Background: an optimization exercise with open tools, aiming at small area, a short achievable clock period and few clock cycles per item. Do not read the settings as production practice. In this exercise RTL edits were held to simulation tests only and were not proved equivalent to the original. Power is estimated from default activity; no workload was simulated.

Design cnn_top, start of the top module:
module cnn_top(
    input clk,
    input reset,
    input start,
    output [9:0] img_addr,
    input  [7:0] img_pixel,
    output reg prediction,
    output reg done,
    output signed [31:0] score0,
    output signed [31:0] score1
);
    wire busy, fin, e, ep, en;
    wire [15:0] conv;
    wire [1:0] band;
    wire [3:0] m;
    wire [3:0] i;
    wire [14:0] qmax;
    wire [1:0] g = {i[0], e};      
    reg init;
    control_fsm SEQ (
        .clk(clk), .reset(reset), .start(start), .busy(busy), .addr(img_addr),
        .band(band), .m(m), .i(i), .e(e), .ep(ep), .en(en), .fin(fin)
    );
    processing_unit CONV (
        .clk(clk), .short_band(band >= 2'd1), .ep(ep), .en(en),
        .pixel_in(img_pixel), .conv(conv)
    );
    max_pooling_layer_26x26 POOL (
        .clk(clk), .first(g == 2'd2), .conv(conv), .qmax(qmax)
    );
    dense_layer DENSE (
        .clk(clk), .busy(busy), .init(init), .load_q(g == 2'd2),
        .band(band), .m(m), .ip(i[3:1]), .q(qmax),
        .score0(score0), .score1(score1)
    );
    always @(posedge clk or posedge reset) begin
        if (reset) begin
            done <= 1'b0;
            init <= 1'b0;
        end else begin
            init <= start;
            if (start) done <= 1'b0;
            else if (fin) done <= 1'b1;
        end
    end
    always @(posedge clk)
        if (fin) prediction <= (score0 > score1) ? 1'b0 : 1'b1;
endmodule
Settings: LEC_CHECK=0, ABC_AREA=1, CAP_MARGIN=20, CORE_MARGIN=2, CORE_UTILIZATION=30, PLACE_DENSITY=0.5, SLEW_MARGIN=20, SYNTH_MEMORY_MAX_BITS=65536; clock period 16.0 ns.
standard.sh (not shown) runs the stock make flow with config.mk's settings and CLKGATE_MAP_FILE= SYNTH_SCRIPT=/design/flow/synth_recipe.tcl, a recipe that flattens the netlist after the stock synthesis.
==> flow/flow/run.sh <==
#!/bin/bash
bash standard.sh SETUP_SLACK_MARGIN=12.0 finish > standard.log 2>&1
Testbench counts at the start, summed over its fixed seeds: cycles 32,832, items 36.
Change:
==> flow/flow/run.sh (replaced) <==
#!/bin/bash
bash standard.sh SETUP_SLACK_MARGIN=11.7 \
  "CTS_ARGS=-sink_clustering_enable -repair_clock_nets -buf_list sky130_fd_sc_hd__clkbuf_4 -dont_use_dummy_load" \
  finish > standard.log 2>&1
Outcome: Clock power is lower by about 33%. Core utilization shrinks by 0.88 points. Global-route usage rose by 0.12 points. Die area does not change. Clock skew grows by 0.081 ns. Cell area goes down by 2.5%. Setup slack degrades by 0.20 ns.
Change:
==> flow/flow/run.sh (replaced) <==
#!/bin/bash
# Standard layout with two changes:
#  - synthesis is the standard flow's own script (synth_recipe.tcl) with only the ABC
#    mapping script replaced by flow/abc_map.script (area-oriented mapping);
#    registers are untouched by ABC;
#  - timing repair aims below the clock period: the resizer works on every
#    path with less than 11.7 ns of slack at the design's 16 ns clock.
# Full tool output goes to standard.log (and ORFS's logs under orfs/logs).
W=$PWD
cat > $W/my_synth.tcl <<EOT
proc abc {args} {
  set i [lsearch \$args -script]
  if {\$i >= 0} { lset args [expr {\$i + 1}] $W/flow/abc_map.script }
  yosys abc {*}\$args
}
source $W/synth_recipe.tcl
EOT
bash standard.sh SYNTH_SCRIPT=$W/my_synth.tcl SETUP_SLACK_MARGIN=11.7 finish > standard.log 2>&1
==> flow/flow/abc_map.script (new file) <==
&get -n
&st
&dch -f
&nf -R 1000
&put
topo
After rerunning: The changed run completed without violations. Global-route usage went up by 0.70 points. Design area hardly moves. Non-clock buffer count climbs by 12. Hold slack improved by 0.055 ns. Wire length is lower by 1.3%. Sequential share of layout area is higher by 0.13 points. Sequential power hardly moves. Maximum frequency grows by 0.97%.
Change:
==> flow/flow/run.sh (replaced) <==
#!/bin/bash
bash standard.sh SETUP_SLACK_MARGIN=12.25 finish > standard.log 2>&1
removed: flow/flow/abc_map.script
Combinational power rises by about 13%.
Sequential share of layout area came out lower by 1.5 points.
Clock skew hardly moves.
Hold slack hardly moves.
Setup slack improved by 0.15 ns.
First-iteration DRC count came out higher by 14%.
Utilization goes down by 0.18 points.
Wire length climbs by 3.3%.
Design area rises by 4.4%.
Synthesized cell count climbs by 22%.
Change:
==> flow/flow/run.sh (replaced) <==
#!/bin/bash
bash standard.sh SETUP_SLACK_MARGIN=11.7 finish > standard.log 2>&1
Effect: The changed run passed the timing, design-rule and antenna checks. Hold slack improved by 0.0055 ns. Power drops by about 8%. Worst setup slack improved by 0.0067 ns. Global-route usage drops by 0.21 points. Die area is unchanged. Area after synthesis stays the same. Routed wire length drops by about 2.3%. Sequential power stays flat. Clock-buffer cell count climbs by 10. Register-to-register slack got worse by 0.39 ns. Via count drops by 1.8%.

========
cnn_top, a different RTL version from the one above (not shown whole).
Size in the first run: ~2400 cells after synthesis, about 430 flip-flops, ~87 I/O pins.
==> flow/config.mk <==
export PLATFORM = sky130hd
export DESIGN_NAME = cnn_top
export DESIGN_NICKNAME = cnn_top
export VERILOG_FILES = /design/flow/design.v
export SDC_FILE = /design/flow/constraint.sdc
export NUM_CORES = 8
export LEC_CHECK = 0
export ABC_AREA = 1
export CAP_MARGIN = 20
export CORE_MARGIN = 2
export CORE_UTILIZATION = 40
export PLACE_DENSITY = 0.6
export SLEW_MARGIN = 20
export SYNTH_MEMORY_MAX_BITS = 65536
==> flow/constraint.sdc <==
create_clock -name core_clock -period 16.0 [get_ports {clk}]
set_input_delay 3.2000 -clock core_clock [delete_from_list [all_inputs] [get_ports {clk}]]
set_output_delay 3.2000 -clock core_clock [all_outputs]
set_load 0.01 [all_outputs]
==> flow/flow/run.sh <==
#!/bin/bash
# The standard layout (standard.sh) with these make settings:
#  - timing repair aimed below the clock period: the resizer works on every
#    path with less than 11.7 ns of slack at the design's 16 ns clock;
#  - a clock tree without dummy loads: clkbuf_8 buffers, clusters of up to 18 sinks;
#  - half-adder cells added to the platform's don't-use list, so synthesis
#    extracts only full adders.
# Full tool output goes to standard.log (and ORFS's logs under orfs/logs).
bash standard.sh SETUP_SLACK_MARGIN=11.7 \
  "CTS_ARGS=-sink_clustering_enable -repair_clock_nets -dont_use_dummy_load -buf_list sky130_fd_sc_hd__clkbuf_8 -root_buf sky130_fd_sc_hd__clkbuf_16 -sink_clustering_size 18 -sink_clustering_max_diameter 60" \
  "DONT_USE_CELLS=sky130_fd_sc_hd__probe_p_8 sky130_fd_sc_hd__probec_p_8 sky130_fd_sc_hd__lpflow_bleeder_1 sky130_fd_sc_hd__lpflow_clkbufkapwr_1 sky130_fd_sc_hd__lpflow_clkbufkapwr_16 sky130_fd_sc_hd__lpflow_clkbufkapwr_2 sky130_fd_sc_hd__lpflow_clkbufkapwr_4 sky130_fd_sc_hd__lpflow_clkbufkapwr_8 sky130_fd_sc_hd__lpflow_clkinvkapwr_1 sky130_fd_sc_hd__lpflow_clkinvkapwr_16 sky130_fd_sc_hd__lpflow_clkinvkapwr_2 sky130_fd_sc_hd__lpflow_clkinvkapwr_4 sky130_fd_sc_hd__lpflow_clkinvkapwr_8 sky130_fd_sc_hd__lpflow_decapkapwr_12 sky130_fd_sc_hd__lpflow_decapkapwr_3 sky130_fd_sc_hd__lpflow_decapkapwr_4 sky130_fd_sc_hd__lpflow_decapkapwr_6 sky130_fd_sc_hd__lpflow_decapkapwr_8 sky130_fd_sc_hd__lpflow_inputiso0n_1 sky130_fd_sc_hd__lpflow_inputiso0p_1 sky130_fd_sc_hd__lpflow_inputiso1n_1 sky130_fd_sc_hd__lpflow_inputiso1p_1 sky130_fd_sc_hd__lpflow_inputisolatch_1 sky130_fd_sc_hd__lpflow_isobufsrc_1 sky130_fd_sc_hd__lpflow_isobufsrc_16 sky130_fd_sc_hd__lpflow_isobufsrc_2 sky130_fd_sc_hd__lpflow_isobufsrc_4 sky130_fd_sc_hd__lpflow_isobufsrc_8 sky130_fd_sc_hd__lpflow_isobufsrckapwr_16 sky130_fd_sc_hd__lpflow_lsbuf_lh_hl_isowell_tap_1 sky130_fd_sc_hd__lpflow_lsbuf_lh_hl_isowell_tap_2 sky130_fd_sc_hd__lpflow_lsbuf_lh_hl_isowell_tap_4 sky130_fd_sc_hd__lpflow_lsbuf_lh_isowell_4 sky130_fd_sc_hd__lpflow_lsbuf_lh_isowell_tap_1 sky130_fd_sc_hd__lpflow_lsbuf_lh_isowell_tap_2 sky130_fd_sc_hd__lpflow_lsbuf_lh_isowell_tap_4 sky130_fd_sc_hd__ha_1 sky130_fd_sc_hd__ha_2 sky130_fd_sc_hd__ha_4" \
  finish > standard.log 2>&1
The first run ran to the end with no violations.
Testbench counts at the start, summed over its fixed seeds: cycles 32,796, items 36.
Then changed:
--- a/flow/config.mk
+++ b/flow/config.mk
@@ -11,2 +11,2 @@
-export CORE_UTILIZATION = 40
-export PLACE_DENSITY = 0.6
+export CORE_UTILIZATION = 50
+export PLACE_DENSITY = 0.7
=> Clock-buffer cell count stays the same; final area is about the same; worst setup slack degrades by 0.068 ns; first-iteration DRC count rises by a quarter to a third; cell count is lower by a few percent; total power went up slightly; critical path depth came out higher by 1.
Then changed:
--- a/flow/flow/run.sh
+++ b/flow/flow/run.sh
@@ -10 +10 @@
-  "CTS_ARGS=-sink_clustering_enable -repair_clock_nets -dont_use_dummy_load -buf_list sky130_fd_sc_hd__clkbuf_8 -root_buf sky130_fd_sc_hd__clkbuf_16 -sink_clustering_size 18 -sink_clustering_max_diameter 60" \
+  "CTS_ARGS=-sink_clustering_enable -repair_clock_nets -dont_use_dummy_load -buf_list {sky130_fd_sc_hd__clkbuf_4 sky130_fd_sc_hd__clkbuf_8} -root_buf sky130_fd_sc_hd__clkbuf_16 -sink_clustering_size 18 -sink_clustering_max_diameter 60" \
--- a/flow/config.mk
+++ b/flow/config.mk
@@ -11,2 +11,2 @@
-export CORE_UTILIZATION = 50
-export PLACE_DENSITY = 0.7
+export CORE_UTILIZATION = 40
+export PLACE_DENSITY = 0.6
Total power came out lower by 0.48%.
Wire length came out higher by about 3.6%.
Setup slack gains 0.068 ns.
Cell count came out higher by 4.5%.
Utilization came out lower by 11 points.
Synthesized area stays the same.
Final area is about the same.
Global-route usage came out lower by 5.4 points.
Clock skew came out lower by 0.024 ns.
Sequential cell count does not change.

==> re-timing with driven ports <==
How much do the figures lean on ideal ports? The routed layouts below were timed once more, with nothing changed but the port constraints.
Step 1: set_driving_cell puts a clkbuf_16 on clk and a buf_2 on each other input, an assumption about the parent block.
Step 2, shift: input delay + t, output delay - t, t = (earliest + latest rising clock arrival at the registers) / 2. This alone moves slack from input paths to output paths.
Slacks: ideal / step 1 / step 2; pairs: ideal / step 1.
| run | t, ns | setup WS [ns] | worst setup path at the end | worst data-port slew with drivers (ns) | cell pins on the clock port's net |
|---|---|---|---|---|---|
| the first run of note 1 | 0.603 | 11.706 / 11.652 / 11.715 | input to register | 0.04 | 1 |
| the second run of note 1 | 0.771 | 11.505 / 11.454 / 11.594 | input, reset recovery | 0.04 | 1 |
| the third run of note 1 | 0.633 | 11.548 / 11.487 / 11.639 | input to register | 0.03 | 1 |
| the fourth run of note 1 | 0.613 | 11.697 / 11.644 / 11.782 | input to register | 0.05 | 1 |
| the fifth run of note 1 | 0.602 | 11.704 / 11.651 / 11.643 | input, reset recovery | 0.04 | 1 |
| the first run of note 2 | 0.564 | 11.748 / 11.691 / 11.806 | register to register | 0.05 | 1 |
| the second run of note 2 | 0.564 | 11.681 / 11.620 / 11.722 | register to register | 0.05 | 1 |
| the third run of note 2 | 0.564 | 11.748 / 11.691 / 11.806 | register to register | 0.05 | 1 |
After both steps every run listed still meets setup and hold. The setup slack of the fifth run of note 1, which loses most, moves by -0.053 ns with the drivers and by -0.061 ns with both steps. Setup slack includes reset recovery checks.
